Context: an optimization exercise on an open-source flow, tuned for small area, a short achievable clock period and few clock cycles per item. The choices shown serve that exercise and are no tape-out recipe.
Function was checked by simulation only, so behaviour that the tests miss may differ from the original.

## flow/design.v (module list and top-level ports; edited modules follow where they fit)
// module multiplier: 1661 lines
module multiplier #(MANT_BITS=23, EXP_BITS=8)(
	input wire clk,
	input wire reset_n,
	input wire input_valid,
	input logic [EXP_BITS+MANT_BITS:0] in_a,
	input logic [EXP_BITS+MANT_BITS:0] in_b,
	output logic [EXP_BITS+MANT_BITS:0] data_out,
	output logic output_valid
);
  // ...
==> flow/run.sh <==
#!/bin/bash
# synth_recipe.tcl (not shown) runs the flow's synth.tcl, then flattens the netlist and writes it again
# the make line also repeats each setting of config.mk as NAME=value (left out here)
make -C /OpenROAD-flow-scripts/flow DESIGN_CONFIG=/design/flow/config.mk WORK_HOME=/design/flow/orfs CLKGATE_MAP_FILE= SYNTH_SCRIPT=/design/flow/synth_recipe.tcl finish
==> flow/config.mk <==
export PLATFORM = sky130hd
export DESIGN_NAME = multiplier
export DESIGN_NICKNAME = multiplier
export VERILOG_FILES = /design/flow/design.v
export SDC_FILE = /design/flow/constraint.sdc
export NUM_CORES = 4
export LEC_CHECK = 0
export CAP_MARGIN = 20
export CORE_MARGIN = 2
export CORE_UTILIZATION = 40
export SLEW_MARGIN = 20
==> flow/constraint.sdc <==
create_clock -name core_clock -period 8.0 [get_ports {clk}]
set_input_delay 1.6000 -clock core_clock [delete_from_list [all_inputs] [get_ports {clk}]]
set_output_delay 1.6000 -clock core_clock [all_outputs]
set_load 0.01 [all_outputs]
==> impl_summary.txt, run 1 <==
----------------------------------------------------
[Critical path]
  Worst Setup EP ... rc
  Depth of the worst register-to-register path ... 19
  Worst setup slack for register-to-register paths ... 1320 ps
  First element of the critical path ... in_b[12]
  Number of buffers and inverters on the critical path ... 6

[Timing]
  Setup violators final ... 0
  Maximum operating frequency ... about 0.14 GHz
  Setup repair after global routing missed its margin ... false
  Number of hold violations in the final report ... 0

[Run status]
  Status ... no timing/DRC/antenna violations

[Layout]
  Top library cells by usage in the layout, fill and taps aside ... inv_1, fa_1, nor2_1, nand2_1, clkdlybuf4s50_1
  Area used by sequential logic in the layout ... between 0.002 and 0.0025 mm2
  Share of layout cells above drive strength 1 ... between 6 and 7%
  Number of sequential cells in the layout ... 90
  Total of clock buffers placed in the layout ... 10

[Detailed routing]
  DRC viols ... 0
  Total length of routed met3 wires ... 7220 um

[Placement]
  Half-perimeter wire length after detailed placement ... 58100 um
  Pre-CTS setup slack ... around 430 ps
  Final weighted congestion in routability-driven placement ... 0.999

[CTS]
  Post-cts sizing count ... 0
  TritonCTS clock tree ... yes
  Maximum clock insertion buffer count ... 2

[Floorplanning]
  Initial standard-cell utilization of the core ... between 40% and 50%
  Horizontal die dimension ... roughly 230 um

[Synth]
  Largest cells by area after synthesis ... fa_1, inv_1, nor2_1, dfxtp_1, edfxtp_1
  Adder-Cell Fraction of Synth Area ... 50.5%
  Dominant combinational cell family by area after synthesis ... adder cells
  Seq cells post-synth ... 90
  Xor and xnor fraction of the mapped netlist area ... 1.61%
  Syn_area_per_cell ... 8.72 um2

[Global routing]
  Met1 Resource Use GR ... 37.0%
  Remaining Overflow, GRT ... 0
  Pin count of the biggest net entering global routing ... 56

----------------------------------------------------
Testbench counts, summed over its fixed seeds: cycles 3,200, items 3,200.
==> inputs of run 2 (changes only) <==
--- a/flow/config.mk
+++ b/flow/config.mk
@@ -10,2 +10,3 @@
 export CORE_UTILIZATION = 40
+export SETUP_SLACK_MARGIN = 1.0
 export SLEW_MARGIN = 20
==> run 2 against run 1 <==
Compared with the run above:
- critical endpoint unchanged
- setup slack better by 290 ps
- register-to-register slack improved by 210 ps
- highest routed layer unchanged
- non-clock buffer count rose by 2
- global-route usage is essentially flat
- sequential share of layout area fell by 0.066 points
- area after synthesis unchanged
- design area is 0.73% higher
==> impl_summary.txt, run 2 <==
----------------------------------------------------
[Global routing]
  Remaining Overflow, GRT ... 0 (unchanged)
  GRT Util Overall ... 28.8% (about the same)
  Wire length of the first global-routing pass ... 116000 um (about the same)
  Antenna violations before repair ... 0 (unchanged)
  Via count of the first global-routing pass ... 19200 (was 19100)
  Pin count of the biggest net entering global routing ... 56 (unchanged)

[Synth]
  Portion of the post-synthesis area used by sequential elements ... 10.1% (unchanged)
  Largest cells by area after synthesis ... fa_1, inv_1, nor2_1, dfxtp_1, edfxtp_1 (unchanged)
  Netlist Area Pre-Place ... 0.0213 mm2 (unchanged)
  Fraction of synthesis flops using an asynchronous set or reset pin ... 3.33% (unchanged)
  Post-synth EDFFs ... 34 (unchanged)
  Ranking of synthesized cells by instance count ... inv_1, fa_1, nor2_1 (unchanged)
  Seq cells post-synth ... 90 (unchanged)
  Syn_area_per_cell ... 8.72 um2 (unchanged)
  Number of standard cells after synthesis ... 2437 (unchanged)
  Largest area contributor in the synthesized netlist ... fa_1 (unchanged)
  Count of unique library cells instantiated by Yosys ... 72 (unchanged)
  Yosys warning count ... 1 (unchanged)
  Synth Net Count ... 3070 (unchanged)
  Top_reg_cell synth ... dfxtp_1 (unchanged)
  Area share of the largest cell type after synthesis ... 45.8% (unchanged)
  Most common cell in the synthesized netlist ... inv_1 (unchanged)

[Run status]
  Status ... no timing/DRC/antenna violations (unchanged)

[Job]
  Reported max-cap violation count ... 0 (unchanged)

[Critical path]
  Type of destination of the critical path ... register (unchanged)
  Worst endpoint data arrival time ... 7170 ps (was 7450 ps)
  Required time reported for the critical path endpoint ... 8260 ps (about the same)
  Type of the setup path with the least slack ... in -> reg (unchanged)
  Startpoint class of the critical path ... input port (unchanged)
  Maximum fanout along the worst path ... 4 (was 14)

[Detailed routing]
  Detailed-route via count ... 17700 (was 17600)
  ANT nets after route ... 0 (unchanged)
  Vias per Instance ... 5.50 (was 5.49)
  DRC viols ... 0 (unchanged)
  Total Wirelength ... 75300 um (about the same)
  Number of optimization iterations in the first detailed-route pass ... 5 (was 6)
  Detail-routed net length per standard cell ... 23.5 um (about the same)
  DR iter-0 viols ... 1671 (was 1715)

[Floorplanning]
  Core area ... 0.0526 mm2 (unchanged)
  Horizontal die dimension ... 235 um (unchanged)
  Count of pins on the block boundary ... 100 (unchanged)
  Std cell rows ... 84 (unchanged)
  Initial standard-cell utilization of the core ... 40.5% (unchanged)
  Area enclosed by the die boundary ... 0.0550 mm2 (unchanged)
  Die extent in y ... 235 um (unchanged)

[Layout]
  Count of filler cells inserted in the layout ... 5110 (was 5124)
  Most common library cell in the layout ignoring fill and taps ... inv_1 (unchanged)
  Final cell count without fillers ... 3211 (was 3209)
  Number of nets in the layout ... 3150 (was 3148)
  Share of layout cells above drive strength 1 ... 6.70% (was 6.43%)
  Top library cells by usage in the layout, fill and taps aside ... inv_1, fa_1, nor2_1, nand2_1, clkdlybuf4s50_1 (unchanged)
  Top Registers ... ra (24), rb (24), sh (24) (unchanged)
  Signed area change from the synthesized netlist to the final layout ... 11.7% (was 10.9%)
  Area of the multi-input gates ... 0.0170 mm2 (was 0.0168 mm2)
  Final core area utilization ... 45.2% (was 44.9%)
  Area used by sequential logic in the layout ... 0.00216 mm2 (unchanged)

[CTS]
  Clk slew on worst S/H paths ... 80 ps (about the same)
  Cell at the root of the clock tree ... clkbuf_16 (unchanged)
  TritonCTS clock tree ... yes (unchanged)
  Sinks on the clock net ... 90 (unchanged)
  Clk Latency, worst-skew pair ... 390 ps (was 380 ps)
  Number of levels the H-tree was split into ... 3 (unchanged)
  Total CTS buffers ... 9 (unchanged)
  # hold bufs at CTS ... 0 (unchanged)
  Maximum clock insertion buffer count ... 2 (unchanged)

[Placement]
  Number of port buffers ... 99 (unchanged)
  Final weighted congestion in routability-driven placement ... 0.999 (unchanged)
  Cell Count Post-Placement ... 3192 (unchanged)
  Half-perimeter wire length after detailed placement ... 58100 um (unchanged)

[Timing]
  Time the final worst path needs with I/O delays and setup ... 6910 ps (was 7190 ps)
  Maximum operating frequency ... 0.145 GHz (was 0.139 GHz)
  Setup violators final ... 0 (unchanged)
  Number of hold violations in the final report ... 0 (unchanged)
  Maximum clock skew at final layout ... 24.7 ps (was 23.7 ps)
  Transition time of the tightest slew-check pin ... 956 ps (was 971 ps)
  Part of the cycle the worst path needs ... 86.3% (was 89.9%)
  Setup repair after global routing missed its margin ... true (was false)
  Hold slack ... 585 ps (was 588 ps)
  Final max-slew violation count ... 0 (unchanged)
  Slew HR ... 36.0% (was 35.0%)
  Final total negative setup slack ... 0 ps (unchanged)

[Hold path]
  Type of the most critical hold path ... reg -> reg (unchanged)

----------------------------------------------------
==> run 2: cell counts after synthesis <==
No cell type changed its count.
==> run 2: logic make-up after synthesis <==
group / synth area share (%)
AND/OR/NAND/NOR: 16.6
AO/OA/AOI/OAI: 5.57
buffers and inverters: 11.0
adder cells (fa/ha/maj): 50.5
flip-flops: 10.1
multiplexers: 4.65
XOR/XNOR: 1.61
==> run 2: final cells by class <==
| cell class | count | area share [%] |
|---|---|---|
| clock buffers | 10 | 0.970 |
| repair buffers | 167 | 6.50 |
| flip-flops and latches | 90 | 9.09 |
| diodes | 1 | 0.0105 |
| well taps | 688 | 3.63 |
| inverters | 515 | 8.14 |
| multi-input cells | 1734 | 71.4 |
| clock inverters | 6 | 0.279 |
==> run 2: worst max-delay path, cell delays in order <==
cell and delay [ps]:
clkdlybuf4s50_1 520, mux2i_1 540, nor2_1 230, fa_1 580, inv_1 60, fa_1 500, fa_1 440, fa_1 510
fa_1 560, inv_1 50, ha_1 190, ha_1 300, ha_1 290, a21o_1 180, a21oi_1 130, nor2b_1 70
o311ai_1 300, a21oi_1 120
==> run 2: path summary, 6_finish.rpt <==
| kind | start | endpoint | slack [ps] | cells past startpoint |
|---|---|---|---|---|
| hold / removal | sh[23] | sh[23] | 590 | 2 |
| hold reg to reg | sh[23] | sh[23] | 590 | 2 |
| setup reg to reg | st[0] | rc | 1530 | 19 |
| min in group asynchronous | reset_n | output_valid | 1400 | 1 |
| max in group asynchronous | reset_n | st[1] | 6440 | 1 |
| setup / recovery | in_b[14] | rc | 1090 | 18 |
==> run 2: through the flow <==
step                worst slack (ps)  cell area [um2]
finish                          1090            23700
global route                     936            23700
CTS                             1040            23600
detailed placement               434            23300
global placement                 442            23300
floorplan                       1300            21300
==> run 2: layer usage <==
layer	vias up	global-route usage, %	wire length (um)
met4	0	12.8	3810
li1	7487	-	-
met5	-	0	0
met3	229	6.61	7290
met2	957	46.4	34800
met1	8977	37.0	29400
==> run 2: what timing repair did <==
action / in CTS / in global routing
setup endpoints to repair: 1 / 4
gates resized for setup: 2 / 29
buffers inserted: 0 / 2
==> inputs of run 3 (changes only) <==
--- a/flow/config.mk
+++ b/flow/config.mk
@@ -10,3 +10,3 @@
 export CORE_UTILIZATION = 40
-export SETUP_SLACK_MARGIN = 1.0
+export SETUP_SLACK_MARGIN = 2.0
 export SLEW_MARGIN = 20
==> run 3 against run 2 <==
Compared with the run above:
- register-to-register slack improved by 490 ps
- routed wire length rose by 1.1%
- sequential share of layout area fell by 0.90 points
- first-iteration DRC count rose by 1.8%
- synthesized cell count did not move
- area after synthesis did not move
- utilization rose by 5.0 points
- largest cell class unchanged
==> impl_summary.txt, run 3 <==
----------------------------------------------------
[Run status]
  Status ... no timing/DRC/antenna violations (unchanged)

[Synth]
  Count of unique library cells instantiated by Yosys ... 72 (unchanged)
  Top_reg_cell synth ... dfxtp_1 (unchanged)
  Syn_area_per_cell ... 8.72 um2 (unchanged)
  Most common cell in the synthesized netlist ... inv_1 (unchanged)
  Largest area contributor in the synthesized netlist ... fa_1 (unchanged)
  Post-synth EDFFs ... 34 (unchanged)
  Fraction of synthesis flops using an asynchronous set or reset pin ... 3.33% (unchanged)
  Area share of the largest cell type after synthesis ... 45.8% (unchanged)
  Portion of the post-synthesis area used by sequential elements ... 10.1% (unchanged)
  Largest cells by area after synthesis ... fa_1, inv_1, nor2_1, dfxtp_1, edfxtp_1 (unchanged)
  Number of standard cells after synthesis ... 2437 (unchanged)
  Synth Net Count ... 3070 (unchanged)
  Seq cells post-synth ... 90 (unchanged)
  Netlist Area Pre-Place ... 0.0213 mm2 (unchanged)
  Ranking of synthesized cells by instance count ... inv_1, fa_1, nor2_1 (unchanged)
  Yosys warning count ... 1 (unchanged)

[Hold path]
  Hold path startpoint ... st[1] (was sh[23])
  Type of the most critical hold path ... reg -> reg (unchanged)
  Hold Path End ... st[1] (was sh[23])
  Hold-critical path depth ... 1 (was 2)

[Layout]
  Signed area change from the synthesized netlist to the final layout ... 24.0% (was 11.7%)
  Share of layout cells above drive strength 1 ... 18.0% (was 6.70%)
  Number of nets in the layout ... 3328 (was 3150)
  Top library cells by usage in the layout, fill and taps aside ... inv_1, nor2_1, fa_1, nand2_1, buf_4 (was inv_1, fa_1, nor2_1, nand2_1, clkdlybuf4s50_1)
  Most common library cell in the layout ignoring fill and taps ... inv_1 (unchanged)
  Top Registers ... ra (24), rb (24), sh (24) (unchanged)
  Finished layout cell area ... 0.0264 mm2 (was 0.0237 mm2)

[Critical path]
  Worst setup slack for register-to-register paths ... 2020 ps (was 1530 ps)
  R2r startpoint ... st[1] (was st[0])
  Maximum fanout along the worst path ... 8 (was 4)
  Critical register-to-register path endpoint ... rc (unchanged)
  Type of destination of the critical path ... register (unchanged)
  Depth of the worst register-to-register path ... 20 (was 19)
  Startpoint class of the critical path ... input port (unchanged)
  Worst endpoint data arrival time ... 6360 ps (was 7170 ps)
  Type of the setup path with the least slack ... in -> reg (unchanged)
  Required time reported for the critical path endpoint ... 8290 ps (was 8260 ps)

[Global routing]
  Remaining Overflow, GRT ... 0 (unchanged)
  GRT Max-Usage Layer ... met2 (unchanged)
  Met3 capacity usage during global routing ... 6.98% (was 6.61%)
  Via count of the first global-routing pass ... 20200 (was 19200)
  Met2 usage ... 47.3% (was 46.4%)
  Pin count of the biggest net entering global routing ... 56 (unchanged)
  Met1 Resource Use GR ... 35.9% (was 37.0%)
  Antenna violations before repair ... 2 (was 0)
  Wire length of the first global-routing pass ... 118000 um (was 116000 um)
  GRT Util Overall ... 29.0% (was 28.8%)

[Placement]
  Half-perimeter wire length after detailed placement ... 56400 um (was 58100 um)
  Final weighted congestion in routability-driven placement ... 1.01 (was 0.999)
  Total placed instance area ... 0.0238 mm2 (was 0.0233 mm2)
  Number of port buffers ... 99 (unchanged)

[Detailed routing]
  Detailed-route via count ... 18600 (was 17700)
  ANT nets after route ... 0 (unchanged)
  Total Wirelength ... 76200 um (was 75300 um)
  Detail-routed net length per standard cell ... 22.5 um (was 23.5 um)
  DR iter-0 viols ... 1701 (was 1671)
  Vias per Instance ... 5.48 (was 5.50)
  DRC viols ... 0 (unchanged)
  Number of optimization iterations in the first detailed-route pass ... 6 (was 5)

[Floorplanning]
  Std cell rows ... 84 (unchanged)
  Die extent in y ... 235 um (unchanged)
  Core area ... 0.0526 mm2 (unchanged)
  Initial standard-cell utilization of the core ... 40.5% (unchanged)
  Count of pins on the block boundary ... 100 (unchanged)
  Horizontal die dimension ... 235 um (unchanged)
  Area enclosed by the die boundary ... 0.0550 mm2 (unchanged)

[CTS]
  Clk slew on worst S/H paths ... 90 ps (was 80 ps)
  # hold bufs at CTS ... 0 (unchanged)
  Maximum clock insertion buffer count ... 2 (unchanged)
  Total CTS buffers ... 9 (unchanged)
  Number of levels the H-tree was split into ... 3 (unchanged)
  Cell at the root of the clock tree ... clkbuf_16 (unchanged)
  TritonCTS clock tree ... yes (unchanged)
  Clk Latency, worst-skew pair ... 410 ps (was 390 ps)
  Sinks on the clock net ... 90 (unchanged)

[Timing]
  Final max-slew violation count ... 0 (unchanged)
  Maximum clock skew at final layout ... 21.1 ps (was 24.7 ps)
  Time the final worst path needs with I/O delays and setup ... 6070 ps (was 6910 ps)
  Setup repair after global routing missed its margin ... true (unchanged)
  Maximum operating frequency ... 0.165 GHz (was 0.145 GHz)
  Part of the cycle the worst path needs ... 75.8% (was 86.3%)
  Slew HR ... 37.3% (was 36.0%)
  Transition time of the tightest slew-check pin ... 939 ps (was 956 ps)
  Number of hold violations in the final report ... 0 (unchanged)
  Setup violators final ... 0 (unchanged)
  Final total negative setup slack ... 0 ps (unchanged)

[Job]
  Reported max-cap violation count ... 0 (unchanged)

----------------------------------------------------
-- run 3: cell types whose count changed in the layout (fill, tap and decap cells not counted), moves of 32 or more --
| cell | change |
|---|---|
| buf_4 | +126 |
| clkdlybuf4s50_1 | -65 |
| buf_12 | +37 |
| fa_1 | -36 |
| fa_2 | +36 |
| mux2i_4 | +32 |
-- run 3: metal layers --
layer / wire [um] / share of wire (%) / vias up
met5: 25 / 0.033 / -
met4: 4780 / 6.3 / 4
met3: 7430 / 9.8 / 265
met2: 35400 / 46 / 1022
met1: 28500 / 37 / 9407
li1: - / - / 7874
-- run 3: final cells by class --
class	instances	area (um2)
Timing Repair Buffer	342	3270
Tap cell	688	861
Sequential cell	90	2160
Inverter	515	1950
Clock buffer	10	229
Antenna cell	1	2.50
Timing Repair inverter	1	6.26
Multi-Input combinational cell	1736	17800
Clock inverter	6	97.6
Fill cell	4845	26200
-- run 3: what timing repair did --
item	CTS	global route
setup endpoints to repair	33	17
gates cloned	3	2
hold endpoints to repair	0	0
pin swaps	17	29
setup buffers	162	25
resized for setup	169	104
-- run 3: critical path, stage by stage --
cell and delay (ps):
clkdlybuf4s15_2 330, mux2_4 300, nand2_1 90, fa_1 450, fa_1 540, fa_1 550
inv_1 60, fa_2 400, fa_1 540, inv_1 50, fa_1 480, inv_2 50
ha_4 260, ha_4 200, a2111oi_4 340, a21oi_1 110
-- run 3: kinds of logic after synthesis --
logic type	after synthesis	share of synthesized area, %
simple gates	858	16.6
fa+ha+maj	566	50.5
flops	90	10.1
buf+inv	613	11.0
mux	93	4.65
xor+xnor	39	1.61
compound gates	178	5.57
-- run 3: worst max path at each step --
| stage | from | endpoint | slack, ps | cells past startpoint |
|---|---|---|---|---|
| floorplan | in_b[20] | rc | 1940 | 18 |
| CTS | in_a[18] | rc | 1910 | 16 |
| finish | in_a[1] | rc | 1930 | 16 |
| global placement | in_b[5] | rc | 790 | 19 |
| global route | st[1] | rc | 1790 | 20 |
| detailed placement | in_b[5] | rc | 760 | 19 |
-- run 3: metrics by stage --
step / instances / setup WS [ps] / hold WS (ps) / util (%)
6_report: 3389 / 1930 / 577 / 50.2
5_1_grt: 3388 / 1790 / 597 / 50.2
4_1_cts: 3361 / 1910 / 578 / 49.5
3_5_place_dp: 3180 / 764 / 564 / 45.2
3_3_place_gp: 3180 / 786 / 553 / 45.2
2_1_floorplan: 2437 / 1940 / 485 / -

## re-timing with driven ports
The flow's constraints put no driver on any port. The routed layouts listed below were extracted and timed again, unchanged, in two steps. Step 1 assumes that a clkbuf_16 drives the clock port and a buf_2 every other input. Step 2 also shifts input and output timing later by t, the mid clock arrival at the registers, as if the neighbouring blocks saw the same clock. Slacks: no drivers / after step 1 / after step 2; pairs: no drivers / after step 1.
| run | shift t [ns] | setup slack, ns | hold WS [ns] | slew at the worst register clock pin (ns) |
|---|---|---|---|---|
| run 1 | 0.422 | 0.807 / 0.815 / 0.393 | 0.588 / 0.588 / 0.588 | 0.08 / 0.08 |
| run 2 | 0.421 | 1.094 / 1.117 / 0.696 | 0.585 / 0.585 / 0.585 | 0.08 / 0.08 |
| run 3 | 0.459 | 1.933 / 1.966 / 1.507 | 0.577 / 0.577 / 0.577 | 0.09 / 0.09 |
After both steps every run listed still meets setup and hold. For run 3, which loses most, drivers alone change the setup slack by +0.033 ns; drivers and shift together by -0.426 ns.
